Context: an optimization exercise on an open-source flow, tuned for small area and a short achievable clock period. The choices shown serve that exercise and are no tape-out recipe.
The RTL was checked by simulation tests, not by an equivalence proof against the original design.
Power figures rest on the tool's default switching activity, not on a simulated workload.

==> flow/design.v, too long to show whole: its modules and the start of the top module <==
// module rw_field: 15 lines
// module rwa_field: 16 lines
// module rws_field: 18 lines
// module afvip_rsel: 9 lines
// module afvip_rmux: 12 lines
// module afvip_au: 632 lines
// module afvip: 150 lines
module afvip #(
    parameter TP = 0
)(
    input            clk        ,
    input            rst_n      ,
    output           afvip_intr ,
    input            psel       ,
    input            penable    ,
    input     [15:0] paddr      ,
    input            pwrite     ,
    input     [31:0] pwdata     ,
    output           pready     ,
    output    [31:0] prdata     ,
    output           pslverr
);
  // ...
==> flow/flow/run.sh <==
#!/bin/bash
# Layout flow: the standard layout (standard.sh) with these changes:
#  - synthesis uses flow/synth.tcl: the standard synthesis script, except that the work register read
#    mux and its select lines (modules afvip_rmux and afvip_rsel, which hold no registers) are mapped
#    on their own (see flow/synth.tcl); registers, their names and cells are those of the standard
#    synthesis;
#  - repair_timing aims for a setup slack margin of SETUP_SLACK_MARGIN ns against the design's clock;
#  - clock tree sink clusters of up to 25 flip-flops and no dummy loads;
#  - ports are buffered with buf_4 cells.
# Each tool's output goes to a log here (synth.log, standard.log) and to ORFS's logs under orfs/logs.
set -euo pipefail
export SETUP_SLACK_MARGIN=8.7
export CTS_ARGS="-sink_clustering_enable -repair_clock_nets -dont_use_dummy_load -sink_clustering_size 25 -sink_clustering_max_diameter 80"
export BUFFER_PORTS_ARGS="-buffer_cell sky130_fd_sc_hd__buf_4"
make_line=$(grep '^make ' standard.sh)
synth_line=$(printf '%s\n' "$make_line" | sed -e "s|SYNTH_SCRIPT=[^ ]*|SYNTH_SCRIPT=$PWD/flow/synth.tcl|" -e 's|"${@:-finish}"|synth|')
bash -c "$synth_line" > synth.log 2>&1
bash standard.sh finish > standard.log 2>&1
==> flow/flow/synth.tcl <==
# Synthesis for flow/run.sh: the standard synthesis (synth_recipe.tcl, ORFS synth.tcl), except
# that the work register read mux (module afvip_rmux) and its select lines (module afvip_rsel) are
# kept as modules of their own until the end: ABC maps afvip_rsel as it maps the top module, and
# afvip_rmux with an area-only mapping onto a few AND-OR cells. Neither module holds registers.
# The design is flattened and renamed as synth_recipe.tcl does.
proc synth {args} { yosys synth -nofsm -noshare {*}$args }
set ::env(SYNTH_KEEP_MODULES) {afvip_rmux afvip_rsel}
proc abc {args} {
  yosys abc {*}$args afvip
  yosys abc {*}$args afvip_rsel
  set lib [lindex $args [expr {[lsearch -exact $args -liberty] + 1}]]
  set fh [open $lib r]; set text [read $fh]; close $fh
  set keep {sky130_fd_sc_hd__a22oi_1 sky130_fd_sc_hd__nand4_1 sky130_fd_sc_hd__nand2_1
            sky130_fd_sc_hd__nor2_1 sky130_fd_sc_hd__inv_1}
  set rargs {}
  set skip 0
  foreach a $args {
    if {$skip} { set skip 0; continue }
    if {$a eq "-script" || $a eq "-constr"} { set skip 1; continue }
    lappend rargs $a
  }
  foreach {- c} [regexp -all -inline {cell\s*\(\s*"?([A-Za-z0-9_]+)"?\s*\)} $text] {
    if {[lsearch -exact $keep $c] < 0} { lappend rargs -dont_use $c }
  }
  set scr $::env(OBJECTS_DIR)/abc_rmux.script
  set fh [open $scr w]; puts $fh "strash\ndch\nmap -a"; close $fh
  yosys abc -script $scr {*}$rargs afvip_rmux
}
source $::env(SCRIPTS_DIR)/synth.tcl
# left out here: clear keep_hierarchy, flatten, clean up, hide names made inside functions, write 1_2_yosys.v
==> flow/standard.sh <==
#!/bin/bash
# synth_recipe.tcl (not shown) runs the flow's synth.tcl, then flattens the netlist and writes it again
# the make line also repeats each setting of config.mk as NAME=value (left out here)
make -C /OpenROAD-flow-scripts/flow DESIGN_CONFIG=/design/flow/config.mk WORK_HOME=/design/flow/orfs CLKGATE_MAP_FILE= SYNTH_SCRIPT=/design/flow/synth_recipe.tcl "${@:-finish}"
==> flow/config.mk <==
export PLATFORM = sky130hd
export DESIGN_NAME = afvip
export DESIGN_NICKNAME = afvip
export VERILOG_FILES = /design/flow/design.v
export SDC_FILE = /design/flow/constraint.sdc
export NUM_CORES = 8
export LEC_CHECK = 0
export ABC_AREA = 1
export CAP_MARGIN = 20
export CORE_MARGIN = 2
export CORE_UTILIZATION = 55
export PLACE_DENSITY = 0.65
export SLEW_MARGIN = 20
==> flow/constraint.sdc <==
create_clock -name core_clock -period 13.0 [get_ports {clk}]
set_input_delay 2.6000 -clock core_clock [delete_from_list [all_inputs] [get_ports {clk}]]
set_output_delay 2.6000 -clock core_clock [all_outputs]
set_load 0.01 [all_outputs]
==> metrics.yaml, run 1 <==
status: "timing/DRC/antenna clean"
hold_end: "err$_DFFE_PN0P_"
bufAreaShareNonClock_pct: 3.608
synth_cell_types: 52
finalCritPeriodShare_pct: 33.43
numCtsBuffers: 69
yosysWarnings: 2
rows: 121
grt_pass1_wl_um: 306500
clkSinkCount: 1313
final_nets: 5395
top_register: "wreg"
drive_gt1_share_pct: 13.12
finalSetupViolations: 0
coreArea_sq_mm: 0.1092
n_tap_cell: 1476
worst_hold_startpoint: "clr_err$_DFF_PN0_"
cp_slowest_cell: "a21oi_2"
rrSetupSlack_ns: 8.73
drt-met1-wl_um: 84110
fin_util_pct: 62.14
sw_frac_of_total_pct: 19.63
wl_met3_um: 33100
power-top-group: "sequential cells"
grt_max_degree: 73
seq-power_mw: 4.50
cp.arrival_ns: 4.74
non_clock_inverter_count: 388
power.leakage_nw: 23.79
crit_required_ns: 13.39
power_frac_comb_pct: 1.0
synth_commonest_cells: "1,088 x edfxtp_1, 627 x nand2_1, 516 x a22oi_1"
synth-compound-area-share_pct: 12.54
cts_root_buf: "clkbuf_16"
tns_ns: 0
cts_buffer_depth: 3
seq_share_pct: 55.34
clk_pin_slew_worst_paths_ns: 0.10
synth_seq_cells: 1313
grt_usage_pct: 38.66
num_antenna_cells: 7
synth-async-reset-ratio_pct: 5.484
==> inputs of run 2 (changes only) <==
--- a/flow/config.mk
+++ b/flow/config.mk
@@ -9,5 +9,5 @@
 export CAP_MARGIN = 20
 export CORE_MARGIN = 2
-export CORE_UTILIZATION = 55
-export PLACE_DENSITY = 0.65
+export CORE_UTILIZATION = 62
+export PLACE_DENSITY = 0.72
 export SLEW_MARGIN = 20
==> run 2 against run 1 <==
  * Hold slack better by 0.0038 ns
  * Flip-flop and latch count unchanged
  * Final cell count down 3.1%
  * Still clean
  * Critical path depth down 5
  * Synthesized area unchanged
  * Largest power group unchanged
==> metrics.yaml, run 2 <==
final_nets: 5400  # was 5,395
vias_per_cell: 7.035  # was 6.816
clkSinkCount: 1313  # unchanged
coreArea_sq_mm: 0.09685  # was 0.1092 sq mm
grt_usage_pct: 39.74  # was 38.66%
status: "timing/DRC/antenna clean"  # unchanged
pre_cts_slack_ns: 7.470  # was 7.359 ns
ant_nets: 0  # unchanged
synth-async-reset-ratio_pct: 5.484  # unchanged
cts_buffer_depth: 3  # unchanged
initial_core_util_pct: 62.60  # was 55.54%
synth_seq_cells: 1313  # unchanged
hold_violations: 0  # unchanged
rows: 114  # was 121
numCtsBuffers: 67  # was 69
crit_path_end_kind: "register"  # unchanged
h-tree-depth: 3  # unchanged
wl_per_cell_um: 32.41  # was 33.87 um
synth.cell_area_sq_mm: 0.06063  # unchanged
ys.flop_type: "edfxtp_1"  # unchanged
synth_commonest_cells: "1,088 x edfxtp_1, 627 x nand2_1, 516 x a22oi_1"  # unchanged
worst_pin_slew_ns: 1.149  # was 1.138 ns
slew_violations: 0  # unchanged
avgSynthCellArea_sq_um: 12.40  # unchanged
grt_max_degree: 73  # unchanged
gp_congestion: 1.010  # was 0.9835
critPathMaxStageDelay_ns: 0.47  # was 0.27 ns
intPower_mw: 5.438  # was 5.466 mW
maxCapViolations: 0  # unchanged
finalSetupViolations: 0  # unchanged
yosysWarnings: 2  # unchanged
netlist_top_cells_area: "edfxtp_1 54%, fa_1 6.6%, a22oi_1 6.4%, dfxtp_1 5.1%, nand2_1 3.9%"  # unchanged
die_h_um: 316.7  # was 336.0 um
numPortBuffers: 86  # unchanged
cp.arrival_ns: 4.71  # was 4.74 ns
pwr-share-seq_pct: 66.7  # was 66.2%
vias: 44590  # was 44,560
synth_edf_count: 1088  # unchanged
clock_power_share_pct: 32.4  # was 32.8%
fin_ws_ns: 8.692  # was 8.654 ns
antenna_found_initial: 3  # was 8
power_per_cell_area_mw_per_mm2: 99.99  # was 100.3 mW/mm^2
synth_top_area_share_pct: 53.89  # unchanged
cp_slowest_cell: "nand2_1"  # was a21oi_2
yosysTopAreaCell: "edfxtp_1"  # unchanged
crit_required_ns: 13.41  # was 13.39 ns
synth_cells: 4890  # unchanged
holdPathStages: 1  # unchanged
startpoint_type: "input port"  # unchanged
skew_ns: 0.07359  # was 0.08957 ns
rr_worst_depth: 10  # was 11
grt_setup_unrepaired: "yes"  # unchanged
largest_reg_flops: 1024  # unchanged
top_regs: "wreg: 1024 flops, st: 83 flops"  # unchanged
period_minus_slack_ns: 4.308  # was 4.346 ns
power_frac_comb_pct: 0.9  # was 1.0%
drtIter0Drc: 8111  # was 7,640
dieArea_sq_mm: 0.1003  # was 0.1129 sq mm
die_w_um: 316.7  # was 336.0 um
crit_fanout: 20  # was 10
drive_gt1_share_pct: 12.49  # was 13.12%
ios: 88  # unchanged
crit_top_cell: "nand2_1"  # was nor2_1
finalCritPeriodShare_pct: 33.14  # was 33.43%
dr.pass1.iters: 6  # was 8
crit_chain: "buf_16, nand2_1, nand2_8, a22oi_1, nand4_1, nor2_2, nand2_1, a21oi_1, o21ai_0"  # was buf_16, nor2_4, buf_4, inv_6, nor2_1, nand2_4, nand2_8, buf_12, a22oi_1, nand4_1, nor2_1, nand2_1, a21oi_2, mux2i_1
synth_nets: 5228  # unchanged
worstSetupPathType: "input port to register"  # unchanged
cts_tree: "yes"  # unchanged
post-route-drc-count: 0  # unchanged
slew_headroom_pct: 23.18  # was 23.96%
grt_overflow: 0  # unchanged
mostFrequentLayoutCell: "edfxtp_1"  # unchanged
hold_class: "register to register"  # unchanged
synth_most_common_cell: "edfxtp_1"  # unchanged
grt_pass1_wl_um: 284500  # was 306,500 um
insertion_delay_ns: 0.67  # was 0.69 ns
tns_ns: 0  # unchanged
syn2layout_area_growth_pct: 11.27  # was 11.89%
sw_frac_of_total_pct: 19.39  # was 19.63%
p_sw_mw: 1.308  # was 1.335 mW
power.leakage_nw: 23.83  # was 23.79 nW
cts_root_buf: "clkbuf_16"  # unchanged
clk_pin_slew_worst_paths_ns: 0.10  # about the same
synth_cell_types: 52  # unchanged
fmax_mhz: 232.1  # was 230.1 MHz
ir_worst_vdd_mv: 0.1019  # was 0.1126 mV
grt_pass1_vias: 41110  # was 41,930
drt-total-wl_um: 205400  # was 221,500 um
layout_common_cells: "1,088 x edfxtp_1, 566 x nand2_1, 500 x a22oi_1"  # was 1,088 x edfxtp_1, 543 x nand2_1, 490 x a22oi_1
ys_seq_area_share_pct: 61.92  # unchanged
dp_hpwl_um: 124500  # was 128,800 um
top_register: "wreg"  # unchanged
[run 2: area by class of cell]
| class | count | area, sq um |
|---|---|---|
| inverters | 385 | 1589 |
| multi-input cells | 3020 | 22420 |
| well taps | 1276 | 1597 |
| flip-flops and latches | 1313 | 37540 |
| diodes | 2 | 5.005 |
| repair inverters | 5 | 37.54 |
| fillers | 6759 | 29390 |
| repair buffers | 270 | 2592 |
| clock buffers | 67 | 1677 |
[run 2: worst max-delay path, delay by kind of cell]
kind,cells,cell delay [ns]
AO/OA/AOI/OAI,3,0.59
AND/OR/NAND/NOR,5,1.34
buffers and inverters,1,0.15
[run 2: power groups by stage]
stage | Sequential (mW) | Combinational [mW] | Clock (mW)
5_1_grt | 4.50 | 0.0643 | 2.32
6_report | 4.50 | 0.0622 | 2.18
3_3_place_gp | 4.59 | 0.0548 | 0
3_5_place_dp | 4.59 | 0.0553 | 0
2_1_floorplan | 4.59 | 0.0208 | 0
4_1_cts | 4.50 | 0.0567 | 2.18
[run 2: path summary, 6_finish.rpt]
kind | end | start | slack [ns]
worst max-delay path | opb[20]$_DFFE_PP_ | pwrite | 8.69
max in group asynchronous | wb_v$_DFF_PN0_ | rst_n | 10.41
worst min register to register | vld[31]$_DFF_PN0_ | vld[31]$_DFF_PN0_ | 0.47
worst max register to register | st[91]$_SDFF_PN0_ | opa[11]$_DFFE_PP_ | 8.75
worst min-delay path | vld[31]$_DFF_PN0_ | vld[31]$_DFF_PN0_ | 0.47
min in group asynchronous | imm[2]$_DFFE_PN0P_ | rst_n | 1.93
[run 2: logic make-up after synthesis]
kind of cell | synth area share, %
XOR/XNOR | 4.204
buffers and inverters | 3.694
adder cells (fa/ha/maj) | 8.358
AND/OR/NAND/NOR | 9.120
other | 0.006185
flip-flops | 61.92
AO/OA/AOI/OAI | 12.54
multiplexers | 0.1651
[run 2: through the flow]
stage	cells	area [sq um]	hold slack (ns)	util, %	total power, mW
after CTS	6287	66250	0.4678	68.41	6.741
after floorplan	4890	60930	0.4340	-	4.613
final	6338	67460	0.4662	69.65	6.746
after global placement	6174	63590	0.4508	65.65	4.650
after detailed placement	6176	63640	0.4517	65.71	4.650
after global routing	6336	67460	0.4732	69.65	6.884
[run 2: metal layers]
| metal | vias to the layer above | GRT usage [%] | share of wire [%] |
|---|---|---|---|
| li1 | 18310 | - | - |
| met1 | 21900 | 57.29 | 37 |
| met2 | 3712 | 56.68 | 42 |
| met3 | 651 | 10.61 | 16 |
| met4 | 8 | 18.85 | 5.8 |
| met5 | - | 0.3314 | 0.038 |
[run 2: per-module statistics from Yosys (local to each module, per instance)]
module	area (sq um)	times used
afvip_rmux	5005	1
afvip_rsel	695.7	1
afvip	54930	1
[run 2: repair_timing]
item / in CTS / in global routing
cloned: 14 / 13
hold endpoints to repair: 0 / 0
endpoints found under the setup margin: 358 / 369
setup buffers: 30 / 36
pin swaps: 20 / 38
hold buffers: 0 / 0
resized for setup: 142 / 163
==> inputs of run 3 (changes only) <==
--- a/flow/flow/run.sh
+++ b/flow/flow/run.sh
@@ -10,5 +10,5 @@
 # Each tool's output goes to a log here (synth.log, standard.log) and to ORFS's logs under orfs/logs.
 set -euo pipefail
-export SETUP_SLACK_MARGIN=8.7
+export SETUP_SLACK_MARGIN=8.8
 export CTS_ARGS="-sink_clustering_enable -repair_clock_nets -dont_use_dummy_load -sink_clustering_size 25 -sink_clustering_max_diameter 80"
 export BUFFER_PORTS_ARGS="-buffer_cell sky130_fd_sc_hd__buf_4"
==> run 3 against run 2 <==
  * Via count grew 1.9%
  * Sequential share of layout area decreased by 0.98 points
  * Clock power about the same
  * Critical endpoint is now c_b$_DFFE_PN0P_
  * Sequential power hardly changed
  * Register-to-register slack improved by 0.07 ns
  * Still clean on timing, DRC and antenna
  * Power up 0.47%
  * Fmax increased by 1.7%
  * Non-clock buffer count grew 50
  * Largest power group unchanged
==> metrics.yaml, run 3 <==
status: "timing/DRC/antenna clean"  # unchanged
syn2layout_area_growth_pct: 13.27  # was 11.27%
drt-total-wl_um: 214500  # was 205,400 um
skew_ns: 0.08359  # was 0.07359 ns
power.leakage_nw: 24.31  # was 23.83 nW
grt_pass1_wl_um: 293800  # was 284,500 um
clk_pin_slew_worst_paths_ns: 0.09  # was 0.10 ns
n_fill_cell: 6630  # was 6,759
period_minus_slack_ns: 4.237  # was 4.308 ns
cp.buffers_inverters: 1  # unchanged
cp_slowest_cell: "nand3b_1"  # was nand2_1
synth_edf_count: 1088  # unchanged
power_per_cell_area_mw_per_mm2: 98.69  # was 99.99 mW/mm^2
cts_root_buf: "clkbuf_16"  # unchanged
cts_buffer_depth: 3  # unchanged
ys_seq_area_share_pct: 61.92  # unchanged
vias_per_cell: 7.098  # was 7.035
coreArea_sq_mm: 0.09685  # unchanged
synth-async-reset-ratio_pct: 5.484  # unchanged
h-tree-depth: 3  # unchanged
synth_most_common_cell: "edfxtp_1"  # unchanged
dr.pass1.iters: 8  # was 6
slew_headroom_pct: 13.65  # was 23.18%
cpLargestDelayFamily: "simple AND/OR/NAND/NOR gates"  # unchanged
grt_setup_unrepaired: "yes"  # unchanged
ant_nets: 0  # unchanged
antenna_found_initial: 6  # was 3
synth_nets: 5228  # unchanged
layout_common_cells: "1,088 x edfxtp_1, 540 x nand2_1, 481 x a22oi_1"  # was 1,088 x edfxtp_1, 566 x nand2_1, 500 x a22oi_1
grt_overflow: 0  # unchanged
numPortBuffers: 86  # unchanged
synth_cell_types: 52  # unchanged
grt_max_degree: 65  # was 73
synth_cells: 4890  # unchanged
gp_congestion: 1.019  # was 1.010
numCtsBuffers: 67  # unchanged
slew_violations: 0  # unchanged
crit_fanout: 15  # was 20
crit_chain: "buf_16, nand3_1, nand3b_1, o41ai_1"  # was buf_16, nand2_1, nand2_8, a22oi_1, nand4_1, nor2_2, nand2_1, a21oi_1, o21ai_0
top_register: "wreg"  # unchanged
ios: 88  # unchanged
tns_ns: 0  # unchanged
avgSynthCellArea_sq_um: 12.40  # unchanged
clkSinkCount: 1313  # unchanged
die_w_um: 316.7  # unchanged
synth_seq_cells: 1313  # unchanged
crit_required_ns: 13.54  # was 13.41 ns
startpoint_type: "input port"  # unchanged
insertion_delay_ns: 0.70  # was 0.67 ns
grt_usage_pct: 41.25  # was 39.74%
final_nets: 5463  # was 5,400
finalPower_mw: 6.777  # was 6.746 mW
vias: 45440  # was 44,590
hold_class: "register to register"  # unchanged
ir_worst_vdd_mv: 0.1443  # was 0.1019 mV
die_h_um: 316.7  # unchanged
fmax_mhz: 236.0  # was 232.1 MHz
largest_reg_flops: 1024  # unchanged
crit_path_end_kind: "register"  # unchanged
yosysTopAreaCell: "edfxtp_1"  # unchanged
rows: 114  # unchanged
maxCapViolations: 0  # unchanged
cp.arrival_ns: 4.78  # was 4.71 ns
synth.cell_area_sq_mm: 0.06063  # unchanged
mostFrequentLayoutCell: "edfxtp_1"  # unchanged
synth_commonest_cells: "1,088 x edfxtp_1, 627 x nand2_1, 516 x a22oi_1"  # unchanged
finalCritPeriodShare_pct: 32.59  # was 33.14%
top_regs: "wreg: 1024 flops, st: 83 flops"  # unchanged
grt_pass1_vias: 42750  # was 41,110
netlist_top_cells_area: "edfxtp_1 54%, fa_1 6.6%, a22oi_1 6.4%, dfxtp_1 5.1%, nand2_1 3.9%"  # unchanged
worstSetupPathType: "input port to register"  # unchanged
critPathMaxStageDelay_ns: 0.88  # was 0.47 ns
cts_tree: "yes"  # unchanged
dp_hpwl_um: 124400  # was 124,500 um
hold_violations: 0  # unchanged
worst_pin_slew_ns: 1.292  # was 1.149 ns
drtIter0Drc: 7524  # was 8,111
post-route-drc-count: 0  # unchanged
hold_buffers: 0  # unchanged
dieArea_sq_mm: 0.1003  # unchanged
ys.flop_type: "edfxtp_1"  # unchanged
synth_top_area_share_pct: 53.89  # unchanged
wl_per_cell_um: 33.51  # was 32.41 um
initial_core_util_pct: 62.60  # unchanged
yosysWarnings: 2  # unchanged
drive_gt1_share_pct: 15.11  # was 12.49%
fin_util_pct: 70.90  # was 69.65%
finalSetupViolations: 0  # unchanged
## run 3: final cells by class
type                            count  area (sq um)  area share (%)
Clock buffer                       67          1677           2.442
Tap cell                         1276          1597           2.325
Antenna cell                        2         5.005        0.007288
Timing Repair inverter              6         46.29         0.06741
Sequential cell                  1313         37540           54.67
Multi-Input combinational cell   3032         23070           33.60
Timing Repair Buffer              320          3126           4.551
Inverter                          385          1610           2.345
## run 3: power breakdown
group          switching, mW  internal [mW]  total, mW
Sequential           0.00808           4.49       4.50
Combinational         0.0473         0.0271     0.0744
Clock                   1.28          0.924       2.20
Total                   1.33           5.45       6.78
## run 3: cell families (layout without fill, tap and decap cells)
kind of cell	Yosys count	in the layout	synth area share (%)
multiplexers	10	10	0.1651
XOR/XNOR	291	291	4.204
AND/OR/NAND/NOR	1263	1289	9.120
buffers and inverters	571	778	3.694
other	1	3	0.006185
adder cells (fa/ha/maj)	285	285	8.358
AO/OA/AOI/OAI	1156	1156	12.54
flip-flops	1313	1313	61.92
## run 3: final timing paths
kind / from / to / slack, ns / cells after the start
setup / recovery: pwrite / c_b$_DFFE_PN0P_ / 8.76 / 4
hold / removal: clr_fin$_DFF_PN0_ / fin$_DFFE_PN0P_ / 0.47 / 1
setup reg to reg: opb[17]$_DFFE_PP_ / st[91]$_SDFF_PN0_ / 8.82 / 13
hold reg to reg: clr_fin$_DFF_PN0_ / fin$_DFFE_PN0P_ / 0.47 / 1
max in group asynchronous: rst_n / vld[20]$_DFF_PN0_ / 10.03 / 2
min in group asynchronous: rst_n / imm[3]$_DFFE_PN0P_ / 1.74 / 1
## run 3: Yosys stat by module (local to each module, per instance)
module	cells	flops+latches
afvip_rsel	164	0
afvip	3990	1313
afvip_rmux	736	0
## run 3: routing by layer
metal	up-vias	share of wire [%]	global-route usage, %
li1	18450	-	-
met1	22280	35	57.39
met2	3893	43	60.69
met3	815	15	10.49
met4	6	6.9	21.39
met5	-	0.035	0
## run 3: timing repair
| action | in CTS | in global routing |
|---|---|---|
| setup buffers | 47 | 60 |
| endpoints found under the setup margin | 358 | 305 |
| pin swaps | 39 | 58 |
| gates cloned | 19 | 22 |
| gates resized for setup | 222 | 183 |
## run 3: per-stage QoR
stage | worst slack, ns | cell area (sq um) | hold WS, ns | std cells
after detailed placement | 7.146 | 63790 | 0.4528 | 6182
after floorplan | 8.708 | 61070 | 0.4340 | 4890
after CTS | 8.770 | 66970 | 0.4713 | 6315
after global routing | 8.708 | 68670 | 0.4834 | 6399
after global placement | 7.245 | 63760 | 0.4504 | 6181
final | 8.763 | 68670 | 0.4692 | 6401
==> inputs of run 4 (changes only) <==
--- a/flow/flow/run.sh
+++ b/flow/flow/run.sh
@@ -10,5 +10,5 @@
 # Each tool's output goes to a log here (synth.log, standard.log) and to ORFS's logs under orfs/logs.
 set -euo pipefail
-export SETUP_SLACK_MARGIN=8.8
+export SETUP_SLACK_MARGIN=8.7
 export CTS_ARGS="-sink_clustering_enable -repair_clock_nets -dont_use_dummy_load -sink_clustering_size 25 -sink_clustering_max_diameter 80"
 export BUFFER_PORTS_ARGS="-buffer_cell sky130_fd_sc_hd__buf_4"
--- a/flow/config.mk
+++ b/flow/config.mk
@@ -9,5 +9,5 @@
 export CAP_MARGIN = 20
 export CORE_MARGIN = 2
-export CORE_UTILIZATION = 62
-export PLACE_DENSITY = 0.72
+export CORE_UTILIZATION = 66
+export PLACE_DENSITY = 0.76
 export SLEW_MARGIN = 20
==> run 4 against run 3 <==
  * Still clean on timing, DRC and antenna
  * Flip-flop and latch count is the same
  * Utilization grew 3.2 points
  * Register-to-register slack lost 0.09 ns
  * Critical endpoint is now opa[24]$_DFFE_PP_
==> metrics.yaml, run 4 <==
synth_edf_count: 1088  # unchanged
ant_nets: 0  # unchanged
mostFrequentLayoutCell: "edfxtp_1"  # unchanged
gp_congestion: 1.035  # was 1.019
synth_top_area_share_pct: 53.89  # unchanged
h-tree-depth: 3  # unchanged
seq_area_sq_mm: 0.03754  # unchanged
finalSetupViolations: 0  # unchanged
initial_core_util_pct: 66.34  # was 62.60%
post-route-drc-count: 0  # unchanged
avgSynthCellArea_sq_um: 12.40  # unchanged
maxCapViolations: 0  # unchanged
n_fill_cell: 5881  # was 6,630
rr_worst_depth: 16  # was 13
ys_seq_area_share_pct: 61.92  # unchanged
rows: 111  # was 114
synth_cell_types: 52  # unchanged
antenna_found_initial: 16  # was 6
drive_gt1_share_pct: 13.83  # was 15.11%
timing.rr.start: "wb_v$_DFF_PN0_"  # was opb[17]$_DFFE_PP_
crit_path_end_kind: "register"  # unchanged
dp_hpwl_um: 127300  # was 124,400 um
status: "timing/DRC/antenna clean"  # unchanged
hold_violations: 0  # unchanged
top_regs: "wreg: 1024 flops, st: 83 flops"  # unchanged
fin_util_pct: 74.15  # was 70.90%
layout_common_cells: "1,088 x edfxtp_1, 540 x nand2_1, 476 x a22oi_1"  # was 1,088 x edfxtp_1, 540 x nand2_1, 481 x a22oi_1
grt_pass1_wl_um: 299400  # was 293,800 um
cts_buffer_depth: 3  # unchanged
grt_max_degree: 97  # was 65
grt_overflow: 0  # unchanged
rrSetupSlack_ns: 8.73  # was 8.82 ns
worstSetupPathType: "input port to register"  # unchanged
drt-total-wl_um: 218500  # was 214,500 um
worst_hold_startpoint: "clr_fin$_DFF_PN0_"  # unchanged
drtIter0Drc: 8811  # was 7,524
finalCritPeriodShare_pct: 33.70  # was 32.59%
tns_ns: 0  # unchanged
synth-async-reset-ratio_pct: 5.484  # unchanged
grt_setup_unrepaired: "yes"  # unchanged
coreArea_sq_mm: 0.09139  # was 0.09685 sq mm
worst_pin_slew_ns: 1.207  # was 1.292 ns
dr.pass1.iters: 8  # unchanged
synth_commonest_cells: "1,088 x edfxtp_1, 627 x nand2_1, 516 x a22oi_1"  # unchanged
grt_usage_pct: 44.99  # was 41.25%
clk_pin_slew_worst_paths_ns: 0.10  # was 0.09 ns
insertion_delay_ns: 0.68  # was 0.70 ns
holdPathStages: 1  # unchanged
cts_tree: "yes"  # unchanged
netlist_top_cells_area: "edfxtp_1 54%, fa_1 6.6%, a22oi_1 6.4%, dfxtp_1 5.1%, nand2_1 3.9%"  # unchanged
grt_pass1_vias: 42790  # was 42,750
slew_headroom_pct: 19.32  # was 13.65%
worstReg2RegEnd: "opa[24]$_DFFE_PP_"  # was st[91]$_SDFF_PN0_
numPortBuffers: 86  # unchanged
clkSinkCount: 1313  # unchanged
die_h_um: 307.1  # was 316.7 um
startpoint_type: "input port"  # unchanged
synth_most_common_cell: "edfxtp_1"  # unchanged
skew_ns: 0.06848  # was 0.08359 ns
hold_class: "register to register"  # unchanged
numCtsBuffers: 67  # unchanged
vias: 45810  # was 45,440
multiInputGateArea_sq_mm: 0.02277  # was 0.02307 sq mm
largest_reg_flops: 1024  # unchanged
crit_required_ns: 13.37  # was 13.54 ns
synth_cells: 4890  # unchanged
top_register: "wreg"  # unchanged
cp.arrival_ns: 4.75  # was 4.78 ns
yosysWarnings: 2  # unchanged
yosysTopAreaCell: "edfxtp_1"  # unchanged
die_w_um: 307.1  # was 316.7 um
slew_violations: 0  # unchanged
synth.cell_area_sq_mm: 0.06063  # unchanged
hold_end: "fin$_DFFE_PN0P_"  # unchanged
dieArea_sq_mm: 0.09430  # was 0.1003 sq mm
ios: 88  # unchanged
syn2layout_area_growth_pct: 11.77  # was 13.27%
wl_per_cell_um: 34.85  # was 33.51 um
period_minus_slack_ns: 4.381  # was 4.237 ns
ir_worst_vdd_mv: 0.1354  # was 0.1443 mV
synth_seq_cells: 1313  # unchanged
final_nets: 5415  # was 5,463
cts_root_buf: "clkbuf_16"  # unchanged
synth_nets: 5228  # unchanged
vias_per_cell: 7.307  # was 7.098
ys.flop_type: "edfxtp_1"  # unchanged
hold_buffers: 0  # unchanged
fmax_mhz: 228.3  # was 236.0 MHz
power_per_cell_area_mw_per_mm2: 99.69  # was 98.69 mW/mm^2
crit_fanout: 18  # was 15
power.leakage_nw: 23.91  # was 24.31 nW
[run 4: cell count changes in the layout (fill, tap and decap cells not counted), moves of 6 or more]
cell | previous run | this run
inv_1 | 340 | 347
nor2_4 | 34 | 14
nor2_1 | 187 | 210
o21ai_4 | 24 | 30
nand2_8 | 29 | 19
buf_4 | 251 | 222
nand2_4 | 33 | 27
nand2_2 | 47 | 56
o21ai_0 | 126 | 170
o21ai_1 | 53 | 9
diode_2 | 2 | 9
[run 4: how the worst max path moves through the flow]
stage	start	end	depth (start not counted)
after global routing	paddr[5]	opa[24]$_DFFE_PP_	13
final	paddr[5]	opa[24]$_DFFE_PP_	13
after global placement	pwrite	opa[28]$_DFFE_PP_	13
after CTS	paddr[2]	opa[0]$_DFFE_PP_	13
after detailed placement	pwrite	opa[0]$_DFFE_PP_	13
after floorplan	paddr[3]	opa[17]$_DFFE_PP_	13
[run 4: final cells by class]
class	instances	share of cell area, %
antenna	9	0.03324
clock buffer	67	2.474
inverter	385	2.304
multi-input combinational	3025	33.60
sequential	1313	55.40
tap	1186	2.190
timing repair buffer	281	3.957
timing repair inverter	4	0.04616
[run 4: stage by stage]
stage	power, mW	instances	hold slack (ns)	instance area, sq um	setup WS (ns)
2_1_floorplan	4.613	4890	0.4340	60930	8.709
3_3_place_gp	4.652	6081	0.4457	63450	7.371
3_5_place_dp	4.652	6081	0.4517	63490	7.307
4_1_cts	6.729	6186	0.4685	66280	8.661
5_1_grt	6.862	6263	0.4773	67750	8.615
6_report	6.755	6270	0.4691	67760	8.619
[run 4: Yosys stat by module (local to each module, per instance)]
module      flip-flops and latches  cell area [sq um]  times used
afvip_rsel                       0              695.7           1
afvip_rmux                       0               5005           1
afvip                         1313              54930           1
[run 4: critical path: stages]
cell	delay [ns]
buf_8	0.15
clkinvlp_4	0.15
buf_4	0.16
nor2_2	0.07
nand2_4	0.23
nand2_8	0.21
buf_4	0.21
a22oi_1	0.19
nand4_1	0.14
nor2_2	0.15
nand2_2	0.18
a21oi_2	0.18
o21ai_0	0.10
[run 4: cells by family after synthesis]
family          share of synthesized area [%]
flops                                   61.92
simple gates                            9.120
compound gates                          12.54
buf+inv                                 3.694
xor+xnor                                4.204
fa+ha+maj                               8.358
mux                                    0.1651
other cells                          0.006185
[run 4: repair_timing]
action	in CTS	in global routing
gates cloned	12	16
gates resized for setup	192	174
setup endpoints to repair	529	514
pin swaps	18	42
setup buffers	26	57
[run 4: layer usage]
layer / routed length (um) / GRT usage, %
met5: 86 / 0
met4: 13050 / 20.27
met3: 39860 / 17.26
met2: 91380 / 63.92
met1: 74140 / 61.99
[run 4: power by group]
part / switching (mW) / internal [mW] / total [mW]
sequential: 0.00776 / 4.49 / 4.50
combinational: 0.0452 / 0.0207 / 0.0659
clock: 1.26 / 0.925 / 2.19
==> inputs of run 5 (changes only) <==
--- a/flow/config.mk
+++ b/flow/config.mk
@@ -9,5 +9,5 @@
 export CAP_MARGIN = 20
 export CORE_MARGIN = 2
-export CORE_UTILIZATION = 66
-export PLACE_DENSITY = 0.76
+export CORE_UTILIZATION = 58
+export PLACE_DENSITY = 0.68
 export SLEW_MARGIN = 20
==> run 5 against run 4 <==
  * Still clean on timing, DRC and antenna
  * Via count decreased by 2.9%
  * Synthesized area unchanged
  * Critical endpoint is now opa[22]$_DFFE_PP_
  * Global-route usage decreased by 5.8 points
  * Utilization down 8.6 points
  * Critical path depth increased by 1
  * Clock power about the same
  * Clock skew grew 0.034 ns
  * Fmax rose by 1.3%
  * Register-to-register slack got worse by 0.02 ns
==> metrics.yaml, run 5 <==
synth_nets: 5228  # unchanged
crit_chain: "buf_12, clkinvlp_4, buf_6, nor2_2, nand2_1, nand2_4, buf_12, clkbuf_16, a22oi_1, nand4_1, nor2_4, nand2_1, a21oi_2, o21ai_0"  # was buf_8, clkinvlp_4, buf_4, nor2_2, nand2_4, nand2_8, buf_4, a22oi_1, nand4_1, nor2_2, nand2_2, a21oi_2, o21ai_0
pre_cts_slack_ns: 7.107  # was 7.307 ns
top_register: "wreg"  # unchanged
grt_usage_pct: 39.21  # was 44.99%
ir_worst_vdd_mv: 0.1175  # was 0.1354 mV
vias: 44470  # was 45,810
drtIter0Drc: 6616  # was 8,811
synth_cell_types: 52  # unchanged
synth_top_area_share_pct: 53.89  # unchanged
grt_setup_unrepaired: "yes"  # unchanged
h-tree-depth: 3  # unchanged
grt_overflow: 0  # unchanged
tns_ns: 0  # unchanged
synth-async-reset-ratio_pct: 5.484  # unchanged
fmax_mhz: 231.3  # was 228.3 MHz
antenna_found_initial: 13  # was 16
dp_hpwl_um: 134100  # was 127,300 um
finalPower_mw: 6.782  # was 6.755 mW
drive_gt1_share_pct: 13.53  # was 13.83%
dp_cells: 6288  # was 6,081
mostFrequentLayoutCell: "edfxtp_1"  # unchanged
post-route-drc-count: 0  # unchanged
wl_per_cell_um: 33.43  # was 34.85 um
cts_buffer_depth: 3  # unchanged
drt-total-wl_um: 215800  # was 218,500 um
maxCapViolations: 0  # unchanged
avgSynthCellArea_sq_um: 12.40  # unchanged
layout_common_cells: "1,088 x edfxtp_1, 555 x nand2_1, 493 x a22oi_1"  # was 1,088 x edfxtp_1, 540 x nand2_1, 476 x a22oi_1
critPathMaxStageDelay_ns: 0.29  # was 0.23 ns
slew_headroom_pct: 29.66  # was 19.32%
hold_violations: 0  # unchanged
numCtsBuffers: 68  # was 67
numPortBuffers: 86  # unchanged
synth_seq_cells: 1313  # unchanged
crit_required_ns: 13.35  # was 13.37 ns
synth_most_common_cell: "edfxtp_1"  # unchanged
cpLargestDelayFamily: "simple AND/OR/NAND/NOR gates"  # unchanged
grt_max_degree: 73  # was 97
clk_pin_slew_worst_paths_ns: 0.08  # was 0.10 ns
cp_slowest_cell: "nor2_4"  # was nand2_4
synth_commonest_cells: "1,088 x edfxtp_1, 627 x nand2_1, 516 x a22oi_1"  # unchanged
final_nets: 5411  # was 5,415
placed_cell_area_sq_mm: 0.06384  # was 0.06349 sq mm
post-route-cell-area_sq_mm: 0.06792  # was 0.06776 sq mm
rows: 118  # was 111
startpoint_type: "input port"  # unchanged
cp.arrival_ns: 4.68  # was 4.75 ns
synth_cells: 4890  # unchanged
finalSetupViolations: 0  # unchanged
worst_pin_slew_ns: 1.053  # was 1.207 ns
cp.buffers_inverters: 5  # was 4
period_minus_slack_ns: 4.323  # was 4.381 ns
ant_nets: 0  # unchanged
cts_tree: "yes"  # unchanged
hold_class: "register to register"  # unchanged
crit_fanout: 18  # unchanged
synth.cell_area_sq_mm: 0.06063  # unchanged
ios: 88  # unchanged
worstSetupPathType: "input port to register"  # unchanged
grt_pass1_wl_um: 299200  # was 299,400 um
coreArea_sq_mm: 0.1036  # was 0.09139 sq mm
cts_root_buf: "clkbuf_16"  # unchanged
finalCritPeriodShare_pct: 33.26  # was 33.70%
power_per_cell_area_mw_per_mm2: 99.85  # was 99.69 mW/mm^2
fin_ws_ns: 8.677  # was 8.619 ns
synth_edf_count: 1088  # unchanged
yosysTopAreaCell: "edfxtp_1"  # unchanged
top_regs: "wreg: 1024 flops, st: 83 flops"  # unchanged
initial_core_util_pct: 58.50  # was 66.34%
yosysWarnings: 2  # unchanged
ys_seq_area_share_pct: 61.92  # unchanged
slew_violations: 0  # unchanged
dr.pass1.iters: 6  # was 8
crit_path_end_kind: "register"  # unchanged
syn2layout_area_growth_pct: 12.03  # was 11.77%
final_cells: 6456  # was 6,270
power.leakage_nw: 23.89  # was 23.91 nW
die_w_um: 327.3  # was 307.1 um
insertion_delay_ns: 0.70  # was 0.68 ns
status: "timing/DRC/antenna clean"  # unchanged
gp_congestion: 0.9934  # was 1.035
netlist_top_cells_area: "edfxtp_1 54%, fa_1 6.6%, a22oi_1 6.4%, dfxtp_1 5.1%, nand2_1 3.9%"  # unchanged
fin_util_pct: 65.53  # was 74.15%
vias_per_cell: 6.888  # was 7.307
die_h_um: 327.3  # was 307.1 um
largest_reg_flops: 1024  # unchanged
whs_ns: 0.4641  # was 0.4691 ns
grt_pass1_vias: 42210  # was 42,790
dieArea_sq_mm: 0.1071  # was 0.09430 sq mm
skew_ns: 0.1022  # was 0.06848 ns
clkSinkCount: 1313  # unchanged
ys.flop_type: "edfxtp_1"  # unchanged
==> run 5: logic make-up after synthesis <==
family	Yosys count	share of synthesized area (%)
AOI/OAI and AO/OA	1156	12.54
and+or+nand+nor	1263	9.120
adders and majority gates	285	8.358
xor gates and xnor gates	291	4.204
DFF	1313	61.92
muxes	10	0.1651
buffers and inverters	571	3.694
other	1	0.006185
==> run 5: final cells by class <==
class | instances | area (sq um)
tap | 1380 | 1727
timing repair inverter | 4 | 31.28
antenna | 5 | 12.51
clock buffer | 68 | 1702
fill | 7787 | 35730
multi-input combinational | 3016 | 22530
sequential | 1313 | 37540
inverter | 385 | 1574
timing repair buffer | 285 | 2804
==> run 5: layer usage <==
| metal | wire (um) | GRT usage [%] |
|---|---|---|
| met1 | 77820 | 52.70 |
| met3 | 27120 | 8.690 |
| met5 | 76 | 0 |
| met4 | 14360 | 20.96 |
| met2 | 96420 | 60.18 |
==> run 5: power by group <==
part           switching, mW  internal (mW)
Clock                   1.27          0.937
Combinational         0.0461         0.0207
Sequential           0.00927           4.49
Total                   1.33           5.45
==> run 5: path summary, 6_finish.rpt <==
path,start,to,slack [ns],cells after the start
worst max-delay path,paddr[5],opa[22]$_DFFE_PP_,8.68,14
worst min-delay path,vld[7]$_DFF_PN0_,vld[7]$_DFF_PN0_,0.46,1
worst max register to register,st[4]$_DFF_P_,wreg[979]$_DFFE_PP_,8.71,14
worst min register to register,vld[7]$_DFF_PN0_,vld[7]$_DFF_PN0_,0.46,1
max in group asynchronous,rst_n,vld[4]$_DFF_PN0_,10.25,1
min in group asynchronous,rst_n,imm[5]$_DFFE_PN0P_,2.06,1
==> run 5: what timing repair did <==
item | in CTS | in global routing
pin swaps | 16 | 59
hold endpoints to repair | 0 | 0
endpoints found under the setup margin | 289 | 318
setup buffers | 30 | 43
gates resized for setup | 155 | 210
cloned | 9 | 12
hold buffers | 0 | 0
==> run 5: per-module statistics from Yosys, one instance, submodules excluded <==
module	area, sq um	copies in the design
afvip_rmux	5005	1
afvip	54930	1
afvip_rsel	695.7	1
==> inputs of run 6 (changes only) <==
--- a/flow/flow/run.sh
+++ b/flow/flow/run.sh
@@ -7,10 +7,10 @@
 #  - repair_timing aims for a setup slack margin of SETUP_SLACK_MARGIN ns against the design's clock;
 #  - clock tree sink clusters of up to 25 flip-flops and no dummy loads;
-#  - ports are buffered with buf_4 cells.
+#  - ports are buffered with buf_2 cells.
 # Each tool's output goes to a log here (synth.log, standard.log) and to ORFS's logs under orfs/logs.
 set -euo pipefail
 export SETUP_SLACK_MARGIN=8.7
 export CTS_ARGS="-sink_clustering_enable -repair_clock_nets -dont_use_dummy_load -sink_clustering_size 25 -sink_clustering_max_diameter 80"
-export BUFFER_PORTS_ARGS="-buffer_cell sky130_fd_sc_hd__buf_4"
+export BUFFER_PORTS_ARGS="-buffer_cell sky130_fd_sc_hd__buf_2"
 make_line=$(grep '^make ' standard.sh)
 synth_line=$(printf '%s\n' "$make_line" | sed -e "s|SYNTH_SCRIPT=[^ ]*|SYNTH_SCRIPT=$PWD/flow/synth.tcl|" -e 's|"${@:-finish}"|synth|')
--- a/flow/config.mk
+++ b/flow/config.mk
@@ -9,5 +9,5 @@
 export CAP_MARGIN = 20
 export CORE_MARGIN = 2
-export CORE_UTILIZATION = 58
-export PLACE_DENSITY = 0.68
+export CORE_UTILIZATION = 62
+export PLACE_DENSITY = 0.72
 export SLEW_MARGIN = 20
==> run 6 against run 5 <==
  * Non-clock buffer count shrank 6
  * Clock skew fell by 0.059 ns
  * Flip-flop and latch count unchanged
  * Largest power group unchanged
  * Count of clock-buffer cells in the layout down 1
  * Hold slack better by 0.0048 ns
  * Global-route usage is 2.0 points higher
  * Power shrank 0.42%
  * Die area shrank 6.4%
  * Highest routed layer unchanged
==> metrics.yaml, run 6 <==
power_per_cell_area_mw_per_mm2: 99.84  # was 99.85 mW/mm^2
syn2layout_area_growth_pct: 11.57  # was 12.03%
cpLargestDelayFamily: "simple AND/OR/NAND/NOR gates"  # unchanged
drt-met1-wl_um: 77210  # was 77,820 um
fmax_mhz: 230.4  # was 231.3 MHz
period_minus_slack_ns: 4.341  # was 4.323 ns
coreArea_sq_mm: 0.09685  # was 0.1036 sq mm
vias: 45020  # was 44,470
synth_commonest_cells: "1,088 x edfxtp_1, 627 x nand2_1, 516 x a22oi_1"  # unchanged
n_fill_cell: 6782  # was 7,787
grt_pass1_vias: 41950  # was 42,210
yosysTopAreaCell: "edfxtp_1"  # unchanged
hold_class: "register to register"  # unchanged
die_h_um: 316.7  # was 327.3 um
yosysWarnings: 2  # unchanged
ys_seq_area_share_pct: 61.92  # unchanged
initial_core_util_pct: 62.60  # was 58.50%
synth_cell_types: 52  # unchanged
fin_ws_ns: 8.659  # was 8.677 ns
grt_setup_unrepaired: "yes"  # unchanged
dieArea_sq_mm: 0.1003  # was 0.1071 sq mm
grt_overflow: 0  # unchanged
clkSinkCount: 1313  # unchanged
ios: 88  # unchanged
wl_per_cell_um: 33.58  # was 33.43 um
crit_chain: "clkbuf_4, inv_2, nor2_4, nand2_1, o21ai_4, buf_8, a22oi_1, nand4_1, nor2_2, nand2_1, a21oi_1, o21ai_0"  # was buf_12, clkinvlp_4, buf_6, nor2_2, nand2_1, nand2_4, buf_12, clkbuf_16, a22oi_1, nand4_1, nor2_4, nand2_1, a21oi_2, o21ai_0
maxCapViolations: 0  # unchanged
synth_top_area_share_pct: 53.89  # unchanged
crit_required_ns: 13.40  # was 13.35 ns
antenna_found_initial: 5  # was 13
cp_slowest_cell: "a22oi_1"  # was nor2_4
ant_nets: 0  # unchanged
top_register: "wreg"  # unchanged
drtIter0Drc: 8050  # was 6,616
h-tree-depth: 3  # unchanged
critPathMaxStageDelay_ns: 0.26  # was 0.29 ns
finalCritPeriodShare_pct: 33.39  # was 33.26%
grt_max_degree: 97  # was 73
status: "timing/DRC/antenna clean"  # unchanged
dr.pass1.iters: 10  # was 6
vias_per_cell: 7.083  # was 6.888
synth-async-reset-ratio_pct: 5.484  # unchanged
grt_usage_pct: 41.25  # was 39.21%
rows: 114  # was 118
hold_buffers: 0  # unchanged
hold_violations: 0  # unchanged
cts_root_buf: "clkbuf_16"  # unchanged
worst_pin_slew_ns: 1.149  # was 1.053 ns
crit_top_cell: "nand2_1"
synth_edf_count: 1088  # unchanged
skew_ns: 0.04300  # was 0.1022 ns
grt_pass1_wl_um: 292700  # was 299,200 um
die_w_um: 316.7  # was 327.3 um
synth_cells: 4890  # unchanged
slew_headroom_pct: 23.23  # was 29.66%
layout_common_cells: "1,088 x edfxtp_1, 558 x nand2_1, 504 x a22oi_1"  # was 1,088 x edfxtp_1, 555 x nand2_1, 493 x a22oi_1
top_layer: "met5"  # unchanged
synth_most_common_cell: "edfxtp_1"  # unchanged
cts_buffer_depth: 3  # unchanged
gp_congestion: 0.9962  # was 0.9934
power.leakage_nw: 23.99  # was 23.89 nW
whs_ns: 0.4690  # was 0.4641 ns
clk_pin_slew_worst_paths_ns: 0.09  # was 0.08 ns
mostFrequentLayoutCell: "edfxtp_1"  # unchanged
pre_cts_slack_ns: 7.109  # was 7.107 ns
wl_met3_um: 35440  # was 27,120 um
crit_fanout: 32  # was 18
cts_tree: "yes"  # unchanged
finalSetupViolations: 0  # unchanged
cp.arrival_ns: 4.74  # was 4.68 ns
worstSetupPathType: "input port to register"  # unchanged
netlist_top_cells_area: "edfxtp_1 54%, fa_1 6.6%, a22oi_1 6.4%, dfxtp_1 5.1%, nand2_1 3.9%"  # unchanged
dp_hpwl_um: 125200  # was 134,100 um
numCtsBuffers: 67  # was 68
slew_violations: 0  # unchanged
insertion_delay_ns: 0.67  # was 0.70 ns
synth.cell_area_sq_mm: 0.06063  # unchanged
post-route-drc-count: 0  # unchanged
wl_met2_um: 89080  # was 96,420 um
synth_nets: 5228  # unchanged
tns_ns: 0  # unchanged
drive_gt1_share_pct: 13.06  # was 13.53%
ys.flop_type: "edfxtp_1"  # unchanged
final_nets: 5416  # was 5,411
top_regs: "wreg: 1024 flops, st: 83 flops"  # unchanged
numPortBuffers: 86  # unchanged
synth_seq_cells: 1313  # unchanged
startpoint_type: "input port"  # unchanged
drt-total-wl_um: 213500  # was 215,800 um
largest_reg_flops: 1024  # unchanged
ir_worst_vdd_mv: 0.1299  # was 0.1175 mV
crit_path_end_kind: "register"  # unchanged
cp.buffers_inverters: 3  # was 5
avgSynthCellArea_sq_um: 12.40  # unchanged
-- run 6: layer usage --
metal / track usage, % / vias up
met5: 0 / -
met4: 18.89 / 8
met3: 14.19 / 683
met2: 58.25 / 3967
met1: 58.12 / 22020
li1: - / 18350
-- run 6: cell type report --
cell class                 instances  area, sq um  area share [%]
clock buffer                      67         1677           2.479
sequential                      1313        37540           55.50
timing repair inverter             5        37.54         0.05549
timing repair buffer             279         2587           3.825
tap                             1276         1597           2.360
inverter                         385         1587           2.346
antenna                            5        12.51         0.01850
multi-input combinational       3027        22600           33.42
-- run 6: cells by family (layout without fill, tap and decap cells) --
logic type	Yosys count	in the layout	share of synthesized area [%]
muxes	10	10	0.1651
other	1	6	0.006185
xor gates and xnor gates	291	291	4.204
AOI/OAI and AO/OA	1156	1156	12.54
and+or+nand+nor	1263	1284	9.120
adders and majority gates	285	285	8.358
buffers and inverters	571	736	3.694
DFF	1313	1313	61.92
-- run 6: stage by stage --
stage	area, sq um	util (%)	total power, mW	cells
5_1_grt	67630	69.83	6.883	6352
6_report	67640	69.84	6.753	6357
3_3_place_gp	63390	65.45	4.646	6176
3_5_place_dp	63420	65.48	4.646	6177
4_1_cts	66340	68.50	6.742	6291
2_1_floorplan	60930	-	4.613	4890
-- run 6: worst paths after layout --
kind / to / cells past startpoint / start / slack (ns)
setup / recovery: opb[27]$_DFFE_PP_ / 12 / paddr[6] / 8.66
hold / removal: vld[24]$_DFF_PN0_ / 1 / vld[24]$_DFF_PN0_ / 0.47
setup reg to reg: st[59]$_DFF_P_ / 10 / opa[11]$_DFFE_PP_ / 8.67
hold reg to reg: vld[24]$_DFF_PN0_ / 1 / vld[24]$_DFF_PN0_ / 0.47
max in group asynchronous: vld[7]$_DFF_PN0_ / 2 / rst_n / 10.04
min in group asynchronous: imm[2]$_DFFE_PN0P_ / 1 / rst_n / 1.74
-- run 6: worst register-to-register path: cells and delay by family, from the launching register on --
kind / cells / cell delay [ns]
simple gates: 1 / 0.10
compound gates: 2 / 0.47
fa+ha+maj: 4 / 1.95
flops: 1 / 0.61
buf+inv: 2 / 0.79
xor+xnor: 1 / 0.22
-- run 6: Yosys stat by module (local to each module, per instance) --
module      copies in the design  area (sq um)
afvip_rmux                     1          5005
afvip_rsel                     1         695.7
afvip                          1         54930
-- run 6: report_power, final --
group / switching, mW / internal (mW) / total [mW]
Clock: 1.26 / 0.925 / 2.19
Sequential: 0.00690 / 4.49 / 4.50
Combinational: 0.0460 / 0.0172 / 0.0632
-- run 6: timing repair --
item	CTS	global route
setup buffers	32	40
resized for setup	199	155
hold endpoints to repair	0	0
cloned	15	20
endpoints found under the setup margin	500	394
pin swaps	23	46
==> module afvip, before the edit <==
module afvip #(
    parameter TP = 0
)(
    input            clk        ,
    input            rst_n      ,
    output           afvip_intr ,
    input            psel       ,
    input            penable    ,
    input     [15:0] paddr      ,
    input            pwrite     ,
    input     [31:0] pwdata     ,
    output           pready     ,
    output    [31:0] prdata     ,
    output           pslverr
);
integer i;
wire        a_low    = ~|paddr[15:8];
wire        a_work   = a_low & ~paddr[7] & ~|paddr[1:0];
wire        a_cfg    = a_low & (paddr[7:0] == 8'h80);
wire        a_sts    = a_low & (paddr[7:0] == 8'h84);
wire        a_clr    = a_low & (paddr[7:0] == 8'h88);
wire        a_ctl    = a_low & (paddr[7:0] == 8'h8C);
wire [4:0]  a_idx    = paddr[6:2];
wire        wr_acc   = psel & penable & pwrite;
wire        we_work  = wr_acc & a_work;
wire        we_cfg   = wr_acc & a_cfg;
wire        we_clr   = wr_acc & a_clr;
wire        we_ctl   = wr_acc & a_ctl;
reg  [2:0]  op;
reg  [4:0]  rs0, rs1, dst;
reg  [7:0]  imm;
reg         mul, y_imm, c_b, c_imm, op_ok;
wire [2:0]  wop = pwdata[2:0];
always @(posedge clk or negedge rst_n)
if (~rst_n) begin
  op <= 3'd0; rs0 <= 5'd0; rs1 <= 5'd0; dst <= 5'd0; imm <= 8'd0;
  mul <= 1'b0; y_imm <= 1'b0; c_b <= 1'b0; c_imm <= 1'b0; op_ok <= 1'b1;
end else if (we_cfg) begin
  op <= wop; rs0 <= pwdata[7:3]; rs1 <= pwdata[12:8]; dst <= pwdata[20:16]; imm <= pwdata[31:24];
  mul   <= (wop == 3'd1) | (wop == 3'd3) | (wop == 3'd4);
  y_imm <= (wop == 3'd1);
  c_b   <= (wop == 3'd2);
  c_imm <= (wop == 3'd4);
  op_ok <= (wop < 3'd5);
end
reg         clr_err, clr_fin, start;
always @(posedge clk or negedge rst_n)
if (~rst_n) begin
  clr_err <= 1'b0; clr_fin <= 1'b0; start <= 1'b0;
end else begin
  clr_err <= we_clr & pwdata[0];
  clr_fin <= we_clr & pwdata[1];
  start   <= we_ctl & pwdata[0];
end
reg         err, fin;
always @(posedge clk or negedge rst_n)
if (~rst_n)                err <= 1'b0; else
if (start & ~op_ok)        err <= 1'b1; else
if (clr_err)               err <= 1'b0;
always @(posedge clk or negedge rst_n)
if (~rst_n)                fin <= 1'b0; else
if (start &  op_ok)        fin <= 1'b1; else
if (clr_fin)               fin <= 1'b0;
assign afvip_intr = err | fin;
reg         pend;     
wire [31:0] res;
reg         wb_v;
reg  [4:0]  wb_idx;
reg  [31:0] wb_dat;
always @(posedge clk or negedge rst_n)
if (~rst_n) begin
  pend <= 1'b0; wb_v <= 1'b0;
end else begin
  pend <= start & op_ok;
  wb_v <= we_work;
end
always @(posedge clk) begin
  wb_idx <= a_idx;
  wb_dat <= pwdata;
end
wire [31:0] wbus  = wb_v ? wb_dat : res;
wire [31:0] d_hot = 32'd1 << dst;
wire [31:0] w_hot = 32'd1 << wb_idx;
reg  [1023:0] wreg;
reg  [31:0]   vld;
wire [31:0]   wsel = ({32{wb_v}} & w_hot) | ({32{pend}} & d_hot);
always @(posedge clk)
  for (i = 0; i < 32; i = i + 1)
    if (wsel[i]) wreg[i*32 +: 32] <= wbus;
always @(posedge clk or negedge rst_n)
if (~rst_n) vld <= 32'd0;
else        vld <= vld | wsel;
reg         a_ok, b_ok;
wire [4:0]  f_idx = a_ok ? rs1 : rs0;
wire [31:0] r_vld = vld & ~({32{wb_v}} & w_hot);           
wire [31:0] f_hot = r_vld & (32'd1 << f_idx);
wire [31:0] rhot;
afvip_rsel afvip_rsel_i (.idx(a_idx), .fill(pwrite), .f_hot(f_hot), .vld(r_vld), .hot(rhot));
wire        r_fwd = wb_v & (pwrite ? (f_idx == wb_idx) : (a_idx == wb_idx));
wire [31:0] rmux;
afvip_rmux afvip_rmux_i (.d(wreg), .sel(rhot), .q(rmux));
wire [31:0] rval  = rmux | ({32{r_fwd}} & wb_dat);
reg  [31:0] opa, opb;
wire        fill    = pwrite;
wire        au_a    = pend & (dst == rs0);
wire        au_b    = pend & (dst == rs1);
wire        fill_a  = fill & ~a_ok;
wire        fill_b  = fill & a_ok & ~b_ok;
always @(posedge clk) begin
  if (au_a)                 opa <= res; else
  if (fill_a)               opa <= rval;
  if (au_b & ~y_imm)        opb <= res; else
  if (fill_b)               opb <= y_imm ? {24'd0, imm} : rval;
end
always @(posedge clk or negedge rst_n)
if (~rst_n) begin
  a_ok <= 1'b0; b_ok <= 1'b0;
end else if (we_cfg) begin
  a_ok <= 1'b0; b_ok <= 1'b0;
end else begin
  a_ok <= (a_ok | fill | au_a) & ~(we_work & (a_idx == rs0));
  b_ok <= (b_ok | (fill & a_ok) | au_b) & ~(we_work & (a_idx == rs1) & ~y_imm);
end
wire [127:0] cs;
reg  [127:0] st;
afvip_au afvip_au_i (.a(opa), .y(opb), .c(imm & {8{c_imm}}), .r(cs));
always @(posedge clk)
  st <= mul ? cs : {64'd0, (c_b ? opb : {24'd0, imm}), opa};
wire [31:0] r0 = st[31:0], r1 = st[63:32], r2 = st[95:64], r3 = st[127:96];
wire [31:0] s1 = r0 ^ r1 ^ r2;
wire [31:0] c1 = {(r0[30:0] & r1[30:0]) | (r0[30:0] & r2[30:0]) | (r1[30:0] & r2[30:0]), 1'b0};
wire [31:0] s2 = s1 ^ c1 ^ r3;
wire [31:0] c2 = {(s1[30:0] & c1[30:0]) | (s1[30:0] & r3[30:0]) | (c1[30:0] & r3[30:0]), 1'b0};
assign res = s2 + c2;
wire [31:0] rdata    = ({32{a_work}} & rval)
                     | ({32{a_cfg }} & {imm, 3'd0, dst, 3'd0, rs1, rs0, op})
                     | ({32{a_sts }} & {30'd0, fin, err})
                     | ({32{a_clr }} & {30'd0, clr_fin, clr_err})
                     | ({32{a_ctl }} & {31'd0, start});
wire        dec_ok   = a_work | a_cfg | a_clr | a_ctl | (a_sts & ~pwrite);
reg  [31:0] prdata_r;
reg         pslverr_r;
always @(posedge clk) begin
  prdata_r  <= rdata;
  pslverr_r <= ~dec_ok;
end
assign prdata  = prdata_r;
assign pslverr = pslverr_r;
assign pready  = 1'b1;
endmodule
==> inputs of run 7 (changes only) <==
--- a/flow/design.v
+++ b/flow/design.v
@@ -815,9 +815,10 @@
 wire        fill_a  = fill & ~a_ok;
 wire        fill_b  = fill & a_ok & ~b_ok;
+wire        b_alt_ld = y_imm ? fill_b : au_b;
+wire [31:0] b_alt    = y_imm ? {24'd0, imm} : res;
 always @(posedge clk) begin
   if (au_a)                 opa <= res; else
   if (fill_a)               opa <= rval;
-  if (au_b & ~y_imm)        opb <= res; else
-  if (fill_b)               opb <= y_imm ? {24'd0, imm} : rval;
+  if (b_alt_ld | fill_b)    opb <= b_alt_ld ? b_alt : rval;
 end
 always @(posedge clk or negedge rst_n)
--- a/flow/flow/run.sh
+++ b/flow/flow/run.sh
@@ -7,10 +7,10 @@
 #  - repair_timing aims for a setup slack margin of SETUP_SLACK_MARGIN ns against the design's clock;
 #  - clock tree sink clusters of up to 25 flip-flops and no dummy loads;
-#  - ports are buffered with buf_2 cells.
+#  - ports are buffered with buf_4 cells.
 # Each tool's output goes to a log here (synth.log, standard.log) and to ORFS's logs under orfs/logs.
 set -euo pipefail
 export SETUP_SLACK_MARGIN=8.7
 export CTS_ARGS="-sink_clustering_enable -repair_clock_nets -dont_use_dummy_load -sink_clustering_size 25 -sink_clustering_max_diameter 80"
-export BUFFER_PORTS_ARGS="-buffer_cell sky130_fd_sc_hd__buf_2"
+export BUFFER_PORTS_ARGS="-buffer_cell sky130_fd_sc_hd__buf_4"
 make_line=$(grep '^make ' standard.sh)
 synth_line=$(printf '%s\n' "$make_line" | sed -e "s|SYNTH_SCRIPT=[^ ]*|SYNTH_SCRIPT=$PWD/flow/synth.tcl|" -e 's|"${@:-finish}"|synth|')
--- a/flow/flow/synth.tcl
+++ b/flow/flow/synth.tcl
@@ -1,5 +1,5 @@
 # Synthesis for flow/run.sh: the standard synthesis (synth_recipe.tcl, ORFS synth.tcl), except
 # that the work register read mux (module afvip_rmux) and its select lines (module afvip_rsel) are
-# kept as modules of their own until the end: ABC maps afvip_rsel as it maps the top module, and
+# kept as modules of their own until the end: ABC maps afvip_rsel with ORFS's speed script, and
 # afvip_rmux with an area-only mapping onto a few AND-OR cells. Neither module holds registers.
 # The design is flattened and renamed as synth_recipe.tcl does.
@@ -8,5 +8,7 @@
 proc abc {args} {
   yosys abc {*}$args afvip
-  yosys abc {*}$args afvip_rsel
+  set sargs $args
+  lset sargs [expr {[lsearch -exact $sargs -script] + 1}] $::env(SCRIPTS_DIR)/abc_speed.script
+  yosys abc {*}$sargs afvip_rsel
   set lib [lindex $args [expr {[lsearch -exact $args -liberty] + 1}]]
   set fh [open $lib r]; set text [read $fh]; close $fh
==> run 7 against run 6 <==
  * Highest routed layer unchanged
  * Clock skew rose by 0.049 ns
  * Final cell count shrank 0.55%
  * Design area barely moved
  * Wire length down 3.6%
  * Via count is 1.5% lower
  * Power hardly changed
  * Largest power group unchanged
  * Flip-flop and latch count did not move
==> metrics.yaml, run 7 <==
p_sw_mw: 1.317  # about the same
multiInputGateArea_sq_mm: 0.02266  # was 0.02260 sq mm
grt_setup_unrepaired: "yes"  # unchanged
dr.pass1.iters: 9  # was 10
drtIter0Drc: 8395  # was 8,050
whs_ns: 0.4701  # was 0.4690 ns
h-tree-depth: 3  # unchanged
crit_chain: "buf_12, nor3b_2, a32o_2, buf_12, a22oi_1, nand4_1, nor2_2, nand2_1, o21bai_4, nand2_1, nand2_1"  # was clkbuf_4, inv_2, nor2_4, nand2_1, o21ai_4, buf_8, a22oi_1, nand4_1, nor2_2, nand2_1, a21oi_1, o21ai_0
syn2layout_area_growth_pct: 11.06  # was 11.57%
cpLargestDelayFamily: "simple AND/OR/NAND/NOR gates"  # unchanged
maxCapViolations: 0  # unchanged
use_met3_pct: 13.60  # was 14.19%
yosysTopAreaCell: "edfxtp_1"  # unchanged
post-route-drc-count: 0  # unchanged
finalSetupViolations: 0  # unchanged
synth_nets: 5221  # was 5,228
clkSinkCount: 1313  # unchanged
worstReg2RegEnd: "st[54]$_DFF_P_"  # was st[59]$_DFF_P_
clk_pin_slew_worst_paths_ns: 0.09  # about the same
insertion_delay_ns: 0.70  # was 0.67 ns
mostFrequentLayoutCell: "edfxtp_1"  # unchanged
grt_pass1_vias: 41390  # was 41,950
hold_end: "err$_DFFE_PN0P_"  # was vld[24]$_DFF_PN0_
startpoint_type: "input port"  # unchanged
cp.arrival_ns: 4.73  # was 4.74 ns
worstSetupPathType: "input port to register"  # unchanged
clock_power_share_pct: 32.4  # about the same
avgSynthCellArea_sq_um: 12.46  # was 12.40 sq um
pwr-share-seq_pct: 66.6  # about the same
status: "timing/DRC/antenna clean"  # unchanged
largest_reg_flops: 1024  # unchanged
skew_ns: 0.09170  # was 0.04300 ns
ios: 88  # unchanged
synth_cell_types: 65  # was 52
hold_class: "register to register"  # unchanged
numPortBuffers: 86  # unchanged
holdPathStages: 1  # unchanged
synth_edf_count: 1088  # unchanged
yosysWarnings: 2  # unchanged
top_regs: "wreg: 1024 flops, st: 83 flops"  # unchanged
synth.cell_area_sq_mm: 0.06086  # was 0.06063 sq mm
synth_top_area_share_pct: 53.68  # was 53.89%
crit_required_ns: 13.41  # was 13.40 ns
fmax_mhz: 231.5  # was 230.4 MHz
layout_common_cells: "1,088 x edfxtp_1, 555 x nand2_1, 487 x a22oi_1"  # was 1,088 x edfxtp_1, 558 x nand2_1, 504 x a22oi_1
ys_seq_area_share_pct: 61.67  # was 61.92%
final_nets: 5384  # was 5,416
sw_frac_of_total_pct: 19.49  # was 19.50%
die_w_um: 317.3  # was 316.7 um
power_frac_comb_pct: 1.1  # was 0.9%
cp_slowest_cell: "a32o_2"  # was a22oi_1
slew_violations: 0  # unchanged
antenna_found_initial: 13  # was 5
crit_fanout: 32  # unchanged
cp.buffers_inverters: 2  # was 3
placed_cell_area_sq_mm: 0.06385  # was 0.06342 sq mm
synth_commonest_cells: "1,088 x edfxtp_1, 596 x nand2_1, 513 x a22oi_1"  # was 1,088 x edfxtp_1, 627 x nand2_1, 516 x a22oi_1
synth_seq_cells: 1313  # unchanged
vias: 44360  # was 45,020
intPower_mw: 5.441  # was 5.436 mW
power.leakage_nw: 25.56  # was 23.99 nW
wl_per_cell_um: 32.56  # was 33.58 um
worst_hold_startpoint: "clr_err$_DFF_PN0_"  # was vld[24]$_DFF_PN0_
grt_pass1_wl_um: 289200  # was 292,700 um
rows: 114  # unchanged
seq_area_sq_mm: 0.03754  # unchanged
hold_buffers: 0  # unchanged
post-route-cell-area_sq_mm: 0.06760  # was 0.06764 sq mm
tns_ns: 0  # unchanged
rrSetupSlack_ns: 8.69  # was 8.67 ns
grtUsageMet1_pct: 60.06  # was 58.12%
drt-total-wl_um: 205800  # was 213,500 um
coreArea_sq_mm: 0.09699  # was 0.09685 sq mm
period_minus_slack_ns: 4.320  # was 4.341 ns
cts_tree: "yes"  # unchanged
grt_overflow: 0  # unchanged
ant_nets: 0  # unchanged
dp_hpwl_um: 124400  # was 125,200 um
ir_worst_vdd_mv: 0.1199  # was 0.1299 mV
rr_worst_depth: 14  # was 10
crit_top_cell: "nand2_1"  # unchanged
synth_cells: 4883  # was 4,890
top_register: "wreg"  # unchanged
vias_per_cell: 7.017  # was 7.083
n_fill_cell: 6824  # was 6,782
grt_busiest_layer: "met1"  # was met2
gp_congestion: 0.9935  # was 0.9962
die_h_um: 317.3  # was 316.7 um
cts_buffer_depth: 3  # unchanged
cts_root_buf: "clkbuf_16"  # unchanged
critPathMaxStageDelay_ns: 0.30  # was 0.26 ns
slew_headroom_pct: 21.66  # was 23.23%
synth_most_common_cell: "edfxtp_1"  # unchanged
numCtsBuffers: 67  # unchanged
met2_usage_pct: 56.03  # was 58.25%
timing.rr.start: "opb[5]$_DFFE_PP_"  # was opa[11]$_DFFE_PP_
drive_gt1_share_pct: 13.01  # was 13.06%
finalCritPeriodShare_pct: 33.23  # was 33.39%
hold_violations: 0  # unchanged
worst_pin_slew_ns: 1.172  # was 1.149 ns
power_per_cell_area_mw_per_mm2: 99.98  # was 99.84 mW/mm^2
grt_max_degree: 78  # was 97
run 7: changes by cell type after synthesis, sizes merged, moves of 6 or more:
| cell | before | now |
|---|---|---|
| a21oi | 79 | 68 |
| a22o | 0 | 9 |
| a32o | 0 | 23 |
| inv | 368 | 387 |
| mux2i | 10 | 0 |
| nand2 | 627 | 599 |
| nor2 | 247 | 218 |
| nor2b | 0 | 9 |
| o21bai | 6 | 15 |
| o22ai | 292 | 275 |
| o31ai | 0 | 6 |
| or2 | 36 | 42 |
run 7: how the worst max path moves through the flow:
| stage | from | end | slack [ns] | cells past startpoint |
|---|---|---|---|---|
| final | paddr[6] | opa[5]$_DFFE_PP_ | 8.68 | 11 |
| after global routing | opb[7]$_DFFE_PP_ | st[54]$_DFF_P_ | 8.57 | 15 |
| after CTS | paddr[5] | opa[13]$_DFFE_PP_ | 8.60 | 12 |
| after detailed placement | pwrite | opa[2]$_DFFE_PP_ | 7.33 | 11 |
| after global placement | pwrite | opa[0]$_DFFE_PP_ | 7.38 | 11 |
| after floorplan | paddr[4] | opa[16]$_DFFE_PP_ | 8.66 | 10 |
run 7: cell type report:
cell class | count | area share, %
inverters | 405 | 2.371
flip-flops and latches | 1313 | 55.54
repair buffers | 261 | 3.717
clock buffers | 67 | 2.480
multi-input cells | 2997 | 33.52
diodes | 2 | 0.007404
well taps | 1276 | 2.362
repair inverters | 1 | 0.01111
run 7: routing by layer:
| metal | routed length (um) | vias up |
|---|---|---|
| met5 | 149 | - |
| met4 | 7805 | 12 |
| met3 | 34540 | 556 |
| met2 | 85790 | 3772 |
| met1 | 77540 | 21700 |
| li1 | - | 18320 |
run 7: cells by family after synthesis:
| family | synth area share, % |
|---|---|
| buf+inv | 3.782 |
| simple gates | 9.212 |
| fa+ha+maj | 8.326 |
| other cells | 0.006161 |
| xor+xnor | 4.187 |
| flops | 61.67 |
| compound gates | 12.81 |
run 7: what timing repair did:
action,4_1_cts,5_1_grt
pin swaps,6,41
gates resized for setup,164,165
setup endpoints to repair,392,338
cloned,13,9
buffers inserted,12,44
run 7: per-module statistics from Yosys, one instance, submodules excluded:
| module | cells | copies in the design | cell area, sq um |
|---|---|---|---|
| afvip_rsel | 73 | 1 | 638.1 |
| afvip | 4074 | 1 | 55220 |
| afvip_rmux | 736 | 1 | 5005 |
run 7: per-stage QoR:
step	cells	worst slack, ns	utilization [%]	total power [mW]
finish	6322	8.680	69.69	6.758
global route	6320	8.573	69.69	6.890
CTS	6264	8.597	68.48	6.750
detailed placement	6172	7.329	65.83	4.649
global placement	6170	7.384	65.79	4.648
floorplan	4883	8.659	-	4.612
run 7: power by group through the flow:
stage	logic, mW	registers, mW	clock network [mW]
final	0.0727	4.50	2.19
after global routing	0.0744	4.50	2.32
after CTS	0.0640	4.50	2.19
after detailed placement	0.0548	4.59	0
after global placement	0.0543	4.59	0
after floorplan	0.0213	4.59	0

Check on run 7: ideal ports give 8.680 ns setup slack; a clkbuf_16 on the clock port and buf_2 on the inputs give 8.542 ns; moving port delays by the midpoint clock arrival (0.727 ns) as well gives 7.815 ns.
